This is an optimization exercise on Yosys and OpenROAD, whose aim is small area, a short achievable clock period and few clock cycles, not a production implementation.
In this exercise RTL edits were held to simulation tests only and were not proved equivalent to the original.

== wip/yarrow ==
## muldiv_unit
module muldiv_unit(
    input  logic clk,
    input  logic rst_n,
    input                muldiv_start, 
    input [2:0]          muldiv_op, 
    input [32-1:0]    muldiv_a, 
    input [32-1:0]    muldiv_b, 
    input [1-1:0] muldiv_hart_id, 
    input [4:0]          muldiv_rd,
    output                muldiv_busy, 
    output                muldiv_done, 
    output [32-1:0]    muldiv_result, 
    output [1-1:0] muldiv_done_hart_id, 
    output [4:0]          muldiv_done_rd
);
    logic st_mul, st_div, st_sw1, st_sw2, st_fix1, st_fix2;
    logic busy_r, done_r;
    logic [32:0] x;       
    logic [36:0] h;       
    logic [35:0] l;       
    logic [5:0]  n;       
    logic        op_div, op_rem;
    logic        sa, sb;  
    logic        sel_rem, sel_mulh;
    logic [1-1:0]  tag_hid;
    logic [5-1:0] tag_rd;
    logic c0n, c1n;
    logic [36:0] y0;
    logic [34:0] y1m;
    wire [36:0] y1  = {y1m, c1n, c1n};
    wire [36:0] cs  = h ^ y0 ^ y1;
    wire [36:0] cc  = {((h[35:0] & y0[35:0]) | (h[35:0] & y1[35:0]) | (y0[35:0] & y1[35:0])), c1n};
    wire [36:0] s   = cs + cc + {36'd0, c0n};
    wire q   = ~s[36];
    wire xnz = |x[31:0];
  ...
Size: about 1900 cells after synthesis, ~120 I/O pins, ~16000 um^2 of cells after synthesis.
==> flow/config.mk <==
export PLATFORM = sky130hd
export DESIGN_NAME = muldiv_unit
export DESIGN_NICKNAME = muldiv_unit
export VERILOG_FILES = /design/flow/design.v
export SDC_FILE = /design/flow/constraint.sdc
export NUM_CORES = 4
export LEC_CHECK = 0
export CAP_MARGIN = 20
export CORE_MARGIN = 2
export CORE_UTILIZATION = 25
export PLACE_DENSITY = 0.5
export SLEW_MARGIN = 20
==> flow/constraint.sdc <==
create_clock -name core_clock -period 11.0 [get_ports {clk}]
set_input_delay 2.2000 -clock core_clock [delete_from_list [all_inputs] [get_ports {clk}]]
set_output_delay 2.2000 -clock core_clock [all_outputs]
set_load 0.01 [all_outputs]
standard.sh (not shown) runs the stock make flow with config.mk's settings and CLKGATE_MAP_FILE= SYNTH_SCRIPT=/design/flow/synth_recipe.tcl, a recipe that flattens the netlist after the stock synthesis.
==> flow/flow/run.sh <==
#!/bin/bash
cp standard.sh standard.sh.txt
export SETUP_SLACK_MARGIN=8
bash standard.sh > standard.log 2>&1
wip/yarrow ended with every stage complete and zero timing, DRC or antenna violations.
Testbench counts of wip/yarrow, summed over its fixed seeds: cycles 120,341.
For wip/maple, these inputs were changed with respect to wip/yarrow:
Settings: changing PLACE_DENSITY from 0.5 to 0.65; changing CORE_UTILIZATION from 25 to 45.
==> flow/flow/run.sh <==
#!/bin/bash
cp standard.sh standard.sh.txt
export SETUP_SLACK_MARGIN=6.5
bash standard.sh > standard.log 2>&1
==> run summary <==
[compare] base=wip/yarrow new=wip/maple: non-clock buffer count shrank by 230.
Hold slack, wip/yarrow and wip/maple: higher on wip/yarrow
Run comparison: wip/yarrow cell at the slowest stage of the critical path sky130_fd_sc_hd__nor4b_4; wip/maple cell at the slowest stage of the critical path sky130_fd_sc_hd__edfxtp_1
Compared to wip/yarrow, the routing of wip/maple uses less wire.
Between wip/yarrow and wip/maple, portion of the clock cycle consumed by the worst path in the final layout increased.
Compare wip/yarrow and wip/maple | detailed-route via count higher: wip/yarrow
wip/maple ended up with reg2out as its path type of the worst setup path; wip/yarrow ended up with reg2reg.
Clock period minus final worst setup slack in wip/maple is 340 ps higher than in wip/yarrow
Start point of the critical path: h[8]$_SDFFE_PP0P_ -> wip/yarrow, l[6]$_DFFE_PP_ -> wip/maple
Against wip/yarrow, wip/maple comes in 36 points lower on synthesis-to-layout area growth.
Here is what was changed in the inputs of wip/umber compared with wip/maple.
Settings: a change of PLACE_DENSITY from 0.65 to 0.5; a change of CORE_UTILIZATION from 45 to 25.
==> flow/flow/run.sh <==
#!/bin/bash
cp standard.sh standard.sh.txt
export SETUP_SLACK_MARGIN=7
bash standard.sh > standard.log 2>&1
Findings:
Going from wip/maple to wip/umber, share of the cycle needed by the critical path after routing now smaller; global-route usage -13 points; sequential share of layout area down 2.0 points; setup slack moved up.
Synthesis-to-finish area growth is higher on wip/umber
wip/umber ended up with more standard cells than wip/maple.
Delta (wip/umber minus wip/maple): post-placement setup slack decreased by 91 ps relative to the old numbers.
Input-level comparison between wip/onyx and wip/umber:
Settings: changing PLACE_DENSITY from 0.5 to 0.65; changing CORE_UTILIZATION from 25 to 45.
==> comparison <==
Looking at timing-limited maximum frequency, wip/onyx sits about 0.65% below wip/umber. Summary of wip/onyx over wip/umber: worst path buffer plus inverter count now sits higher, final cell count shrank by 13%. The final critical-path setup slack number comes out lower for wip/onyx vs wip/umber. Delta (wip/onyx minus wip/umber): detailed placement HPWL lost 5000 um; number of setup buffers added after CTS picked up an extra about 37%; worst hold slack lost 19 ps; die outline area lost 44%. Looking at wip/onyx and wip/umber, the clock-pin slew of the registers on the worst-case setup and hold paths is a wash.
Inputs modified between wip/onyx and wip/fjord:
Settings: swapping 0.65 for 0.7 in PLACE_DENSITY; swapping 45 for 50 in CORE_UTILIZATION.
Notes after the runs:
[wip/fjord] final instance area fell about 1.5% relative to wip/onyx
For the number of non-clock buffers in the layout, wip/fjord came in 7.2% lower than wip/onyx did.
Delta (wip/fjord minus wip/onyx): final cell count decreased by 74 relative to the old numbers, flop-to-flop setup slack closely matched the old numbers, met1 track utilization from global routing increased by 3.9 points relative to the old numbers.
Looking at via count normalized by instance count across wip/fjord and wip/onyx, the one that comes out lower is wip/onyx.

afterwards: timing with drivers on the ports:
The flow's constraints put no driver on any port. The routed layouts listed below were extracted and timed again, unchanged, in two steps. Step 1 (the two cells are an assumption about what drives the block):
set clk [get_ports {clk}]
set_driving_cell -lib_cell sky130_fd_sc_hd__clkbuf_16 $clk
set_driving_cell -lib_cell sky130_fd_sc_hd__buf_2 [delete_from_list [all_inputs] $clk]
Step 2 adds t to the input delays and takes it off the output delays; t is the mean of the earliest and latest rising clock arrival at the registers after step 1. Input paths then give back, and output paths get back, about the clock's delay inside the block. Three values: ideal, step 1, step 2; two values: the first two.
run | shift t [ns] | slack for setup (ns) | clock arrival spread, ns | worst register clock-pin slew, ns
wip/yarrow | 0.565 | 6.851 / 6.851 / 6.851 | 0.024 / 0.024 | 0.09 / 0.09
wip/maple | 0.528 | 6.511 / 6.456 / 6.159 | 0.022 / 0.021 | 0.09 / 0.09
wip/umber | 0.566 | 6.911 / 6.884 / 6.535 | 0.019 / 0.020 | 0.09 / 0.09
wip/onyx | 0.524 | 6.884 / 6.884 / 6.560 | 0.018 / 0.019 | 0.09 / 0.09
wip/fjord | 0.537 | 6.892 / 6.885 / 6.491 | 0.024 / 0.024 | 0.10 / 0.10
After both steps setup and hold are still met in every run listed. The setup slack of wip/fjord, which loses most, moves by -0.007 ns with the drivers and by -0.401 ns with both steps.
